What follows belongs to an exercise in optimizing a design on an open flow for small area; a production flow would make more cautious choices. Function was checked by simulation only, so behaviour that the tests miss may differ from the original. Power and IR drop assume default switching activity.

$ cat design/flow/config.mk
export PLATFORM = sky130hd
export DESIGN_NAME = ATM_controller
export DESIGN_NICKNAME = ATM_controller
export VERILOG_FILES = /design/flow/design.v
export SDC_FILE = /design/flow/constraint.sdc
export NUM_CORES = 4
export LEC_CHECK = 0
export CAP_MARGIN = 20
export CORE_MARGIN = 2
export CORE_UTILIZATION = 40
export SLEW_MARGIN = 20
$ cat design/flow/constraint.sdc
create_clock -name core_clock -period 10.0 [get_ports {clk}]
set_input_delay 2.0000 -clock core_clock [delete_from_list [all_inputs] [get_ports {clk}]]
set_output_delay 2.0000 -clock core_clock [all_outputs]
set_load 0.01 [all_outputs]
$ cat design/flow/design.v
module ATM_controller(clk, rst, tarjeta_recibida, tipo_trans, add_digit,
digito_stb, digito, monto_stb, monto, balance_actualizado,entregar_dinero,
pin_incorrecto, advertencia, bloqueo, fondos_insuficientes,
nx_balance_actualizado, nx_entregar_dinero, nx_pin_incorrecto,
nx_advertencia, nx_bloqueo, nx_fondos_insuficientes);  
input clk, rst, tarjeta_recibida, tipo_trans, add_digit, digito_stb, monto_stb;
input [3:0] digito;  
input [31:0] monto;  
reg [15:0] pin_temporal; 
reg [15:0] nx_pin_temporal; 
output reg balance_actualizado, entregar_dinero, pin_incorrecto;
output reg advertencia, bloqueo, fondos_insuficientes;
output reg nx_balance_actualizado, nx_entregar_dinero, nx_pin_incorrecto;
output reg nx_advertencia, nx_bloqueo, nx_fondos_insuficientes;
reg [4:0] contador_digitos;
reg [4:0] nx_contador_digitos;
reg [31:0] balance;
reg [31:0] nx_balance;
parameter [15:0] pin_correcto = 16'b0100011101010110;
reg [1:0] intento;
reg [1:0] nx_intento; 
reg [3:0] state;     
reg [3:0] nx_state;  
parameter Esperando_tarjeta = 0;
parameter Verificar_pin = 1; 
parameter Deposito = 2;
parameter Retiro = 3; 
parameter Bloqueo = 4; 
always @(posedge clk) begin
    if (rst) begin  
        state <= Esperando_tarjeta;
        intento <= 0;
        balance_actualizado <= 0; 
        entregar_dinero <= 0;
        pin_incorrecto <= 0;
        advertencia <= 0;
        bloqueo <= 0;
        fondos_insuficientes <= 0;
        pin_temporal <= 16'b0000000000000000;
        contador_digitos <= 0;
        balance <= 4500;
    end else begin  
        state <= nx_state;
        intento <= nx_intento;
        balance_actualizado <= nx_balance_actualizado; 
        entregar_dinero <= nx_entregar_dinero;
        pin_incorrecto <= nx_pin_incorrecto;
        advertencia <= nx_advertencia;
        bloqueo <= nx_bloqueo;
        fondos_insuficientes <= nx_fondos_insuficientes;
        pin_temporal <= nx_pin_temporal;
        contador_digitos <= nx_contador_digitos;
        balance <= nx_balance;
    end
end  
always @(*) begin 
    nx_state = state; 
    nx_intento = intento; 
    nx_balance_actualizado = balance_actualizado; 
    nx_entregar_dinero = entregar_dinero;
    nx_pin_incorrecto = pin_incorrecto;
    nx_advertencia = advertencia;
    nx_bloqueo = bloqueo;
    nx_fondos_insuficientes = fondos_insuficientes;
    nx_pin_temporal = pin_temporal ;
    nx_contador_digitos = contador_digitos;
    nx_balance = balance;
    case(state) 
        Esperando_tarjeta: begin 
            nx_balance_actualizado = 0;  
            nx_entregar_dinero = 0;
            nx_pin_incorrecto = 0;
            nx_advertencia = 0;
            nx_bloqueo = 0;
            nx_fondos_insuficientes = 0;
            nx_contador_digitos = 0;
            if (tarjeta_recibida) nx_state = Verificar_pin;
            else nx_state = Esperando_tarjeta;  
        end
        Verificar_pin: begin 
            if (nx_contador_digitos <= 4 && add_digit)begin
                nx_contador_digitos = nx_contador_digitos +1;
                nx_pin_temporal = {nx_pin_temporal[11:0], digito};
                nx_state = Verificar_pin;
            end 
            else if (nx_contador_digitos == 4)begin
                if (pin_temporal == pin_correcto)begin
                    if (tipo_trans) nx_state = Retiro;
                    else nx_state = Deposito;
                end else if (pin_temporal != pin_correcto)begin 
                    nx_contador_digitos = 0;
                    nx_intento = nx_intento +1;
                    nx_state = Verificar_pin;
                end
            end else if (nx_intento == 2)begin
                nx_advertencia = 1;
                nx_state = Verificar_pin;
            end
            else if (nx_intento == 3) nx_state = Bloqueo;
        end
        Deposito: begin
            nx_contador_digitos = 0;  
            if (monto_stb) begin 
                nx_balance = balance + monto; 
                nx_balance_actualizado = 1;
                nx_state = Esperando_tarjeta;
            end
            else nx_state = Deposito;
        end
        Retiro: begin 
            nx_contador_digitos = 0;  
            if (monto_stb)begin
                if (monto > balance) nx_fondos_insuficientes = 1;
                else if (monto <= balance) begin 
                    nx_balance = balance - monto; 
                    nx_entregar_dinero = 1;
                    nx_balance_actualizado = 1; 
                    nx_state = Esperando_tarjeta;
                end else if(monto > balance) begin 
                    nx_fondos_insuficientes = 1;
                    nx_state = Esperando_tarjeta;
                end
            end
        end
        Bloqueo: begin 
            nx_bloqueo = 1;
            if (rst) nx_state = Esperando_tarjeta; 
            else nx_state = Bloqueo;  
        end
    endcase  
end  
endmodule
$ cat design/flow/run.sh
#!/bin/bash
# synth_recipe.tcl (not shown) runs the flow's synth.tcl, then flattens the netlist and writes it again
# the make line also repeats each setting of config.mk as NAME=value (left out here)
make -C /OpenROAD-flow-scripts/flow DESIGN_CONFIG=/design/flow/config.mk WORK_HOME=/design/flow/orfs CLKGATE_MAP_FILE= SYNTH_SCRIPT=/design/flow/synth_recipe.tcl finish
==> impl_metrics.toml <==
[outcome]
outcome = "finished clean"

[worst_setup_path]
rr_worst_depth = 12
cp-end-kind = "primary output"
max_stage_delay_ps = 600
worstPathCellList = "clkdlybuf4s50_1, inv_1, ha_1, a21oi_1, and2_2, a211oi_2, o31a_1, o21a_2, o21ai_4, nand2b_1, o31ai_1, clkdlybuf4s50_1"
crit_type = "primary input to primary output"
rr_endpoint = "balance[24]"
reg2reg_slack_ps = 6730
crit_top_cell = "clkdlybuf4s50_1"
cp-start-kind = "primary input"
crit_required_ps = 8000
path_delay_family = "compound AO/OA/AOI/OAI gates"
reg2reg_from = "balance[0]"
crit_fanout = 10
worst-path-buf-inv = 3
cp.arrival_ps = 5350
crit_slowest_cell = "clkdlybuf4s50_1"

[die]
core_um2 = 15310
die_w_um = 129.8
die_h_um = 129.8
die_area_um2 = 16840
ios = 55
start_util_pct = 41.32
rows = 45

[sta]
period_share_pct = 73.46
maxSlewViolCount = 0
max_freq_mhz = 136.1
period_minus_slack_ps = 7346
worst_slack_ps = 2654
rsz0062_at_grt = "false"
final-setup-viol-count = 0
slew_headroom_pct = 51.91
finalSetupTns_ps = 0
final_hold_viol_count = 0
worst-slew-pin-transition_ps = 721.3
finClkSkew_ps = 6.378

[clock_tree]
cts_root_buf = "clkbuf_16"
clk_latency_ps = 350
numCtsBuffers = 9
clk_pin_slew_ps = 60
htreeDepth = 3
cts_resized = 0
cts_tree = "done"
clock_path_buffers = 2
ctsHoldBuffers = 0
cts.sinks = 64
post_cts_buffers = 0

[drt]
remaining_drc_errors = 0
wl_um = 17050
num_vias = 6175
dr.pass1.iters = 4
ant_nets = 0
first_iter_violations = 458
via_per_inst = 5.588
wl_per_cell_um = 15.43

[final_layout]
fin_area_um2 = 7214
num_antenna_cells = 0
layout-drive-gt1-share_pct = 4.810
areaGrowthSynthToFinish_pct = 14.02
nets = 1001
fillCellCount = 1571

[hold_path]
min_to = "pin_temporal[13]"
hp-class = "register to register"
worstHoldStart = "pin_temporal[13]"
hold_depth = 2

[grt]
track_usage_pct = 20.90
grt_pass1_vias = 5625
grt_max_degree = 63
antenna_found_initial = 0
grt_pass1_wl_um = 28300
overflow = 0

[power_and_ir_drop]
pwr-share-clk_pct = 38.3
power_frac_seq_pct = 32.0
switching_share_pct = 34.04
p_total_mw = 0.8688
p_leak_nw = 2.916
powerDensity_nw_per_um2 = 120.4
p_comb_share_pct = 29.7
power.internal_mw = 0.5731
p_switching_mw = 0.2957
peakVddDrop_uv = 79.05

[place]
io_buffer_count = 53
place_ws_ps = 2631
place_congestion = 0.8880
dpl.hpwl_um = 12560
post_dp_cell_area_um2 = 6907

[synth]
synth_edf_count = 0
syn_inst = 868
yosys.area.top_type = "dfxtp_1"
syn_nets = 980
syn_area_um2 = 6327
synth.area.top_cells = "dfxtp_1 20%, ha_1 13%, a21oi_1 7.4%"
synth-seq-area-share_pct = 20.25
synth_top_cell_area_share_pct = 20.25
ys_ff_latch = 64
syn_area_per_cell_um2 = 7.290
synth_ff_type = "dfxtp_1"
async_flop_share_pct = 0
yosysWarnings = 1
synth.distinct_cells = 78

[run]
cap_violations = 0
==> synthesized netlist by cell type, drive strengths merged, types with 4 or more instances <==
cell	n
nand4	9
buf	23
xor2	8
or3	5
a21o	15
and2	6
nor2	87
o211ai	6
clkbuf	24
inv	69
a21oi	96
nand3	22
dfxtp	64
nor3	17
ha	67
nand2b	12
a221oi	4
nor2b	22
a31oi	19
mux2i	9
o21bai	8
nand3b	4
o22ai	4
nand2	86
and3	9
o21ai	42
o31ai	9
a211oi	25
nor4	11
o311ai	8
xnor2	20
a211o	7
==> worst register-to-register path, delay by kind of cell (launching register included) <==
family / cells / cell delay [ps]
adder cells (fa/ha/maj): 2 / 560
AND/OR/NAND/NOR: 4 / 870
buffers and inverters: 1 / 60
flip-flops: 1 / 340
AO/OA/AOI/OAI: 5 / 1310
==> routing by layer <==
metal	share of wire [%]	GRT usage, %	wire [µm]	vias to the layer above
met3	4.9	3.321	830	22
met1	51	30.44	8702	2827
met4	1.9	7.590	332	0
met5	0	0	0	-
met2	42	31.11	7185	177
li1	-	-	-	3149
==> through the flow <==
step	cells	util (%)	hold slack, ps
2_1_floorplan	868	-	436.3
3_3_place_gp	1089	45.10	447.2
3_5_place_dp	1089	45.10	452.3
4_1_cts	1105	47.11	459.6
5_1_grt	1105	47.11	481.8
6_report	1105	47.11	461.3
==> registers in the layout (all words and copies together), names as in the netlist <==
signal	flops
balance_actualizado	1
pin_temporal	16
fondos_insuficientes	1
advertencia	1
balance	32
contador_digitos	5
entregar_dinero	1
pin_incorrecto	1
bloqueo	1
intento	2
state	3
==> cells by family (layout without fill, tap and decap cells) <==
group	after synthesis	count (layout)	share of synthesized area, %
buf+inv	117	143	8.029
fa+ha+maj	69	69	13.88
simple gates	306	306	23.41
compound gates	274	274	28.95
xor+xnor	28	28	3.876
flops	64	64	20.25
mux	10	10	1.602
==> how the worst max path moves through the flow <==
| stage | from | to | slack, ps | cells after the start |
|---|---|---|---|---|
| final | monto[7] | nx_fondos_insuficientes | 2650 | 12 |
| after global routing | monto[9] | nx_fondos_insuficientes | 2360 | 12 |
| after floorplan | monto[2] | nx_fondos_insuficientes | 3910 | 10 |
| after CTS | monto[7] | nx_fondos_insuficientes | 2620 | 12 |
| after global placement | monto[2] | nx_fondos_insuficientes | 2620 | 12 |
| after detailed placement | monto[7] | nx_fondos_insuficientes | 2630 | 12 |
==> layout make-up <==
class / count / area (µm²) / share of cell area [%]
repair buffers: 57 / 555.5 / 7.700
clock inverters: 4 / 51.30 / 0.7111
clock buffers: 12 / 256.5 / 3.555
multi-input cells: 687 / 4543 / 62.97
flip-flops and latches: 64 / 1281 / 17.76
well taps: 211 / 264.0 / 3.659
inverters: 70 / 262.8 / 3.642
==> power groups by stage <==
stage	sequential, mW	combinational, mW	clock [mW]
after floorplan	0.278	0.195	0
after global placement	0.283	0.256	0
after detailed placement	0.284	0.255	0
after CTS	0.278	0.257	0.341
after global routing	0.280	0.287	0.351
final	0.278	0.258	0.333
==> cell usage in the layout (no fill, tap or decap), drive strengths merged, types with 15 or more instances in the layout <==
cell / Yosys / final
dfxtp: 64 / 64
inv: 69 / 70
nand3: 22 / 22
xnor2: 20 / 20
a211oi: 25 / 25
nor2: 87 / 87
a31oi: 19 / 19
a21o: 15 / 15
ha: 67 / 67
nor2b: 22 / 22
o21ai: 42 / 42
clkdlybuf4s50: 0 / 52
nor3: 17 / 17
nand2: 86 / 86
a21oi: 96 / 96

-- static timing again, ports no longer ideal --
Ports are ideal in the flow. The routed layout listed here was re-timed in OpenROAD. Step 1, drivers: a clkbuf_16 drives clk and a buf_2 each remaining input, both assumed. Step 2, shift: input delay + t, output delay - t, t = (earliest + latest rising clock arrival at the registers) / 2. This alone moves slack from input paths to output paths. Three values: ideal ports, drivers, drivers and shift; two values: the first two.
t, ns: 0.382
setup slack, ns: 2.654 / 2.633 / 2.633
clock arrival spread, ns: 0.007 / 0.006
After both steps setup and hold are still met in this run. For this run, drivers alone change the setup slack by -0.021 ns; drivers and shift together by -0.021 ns.
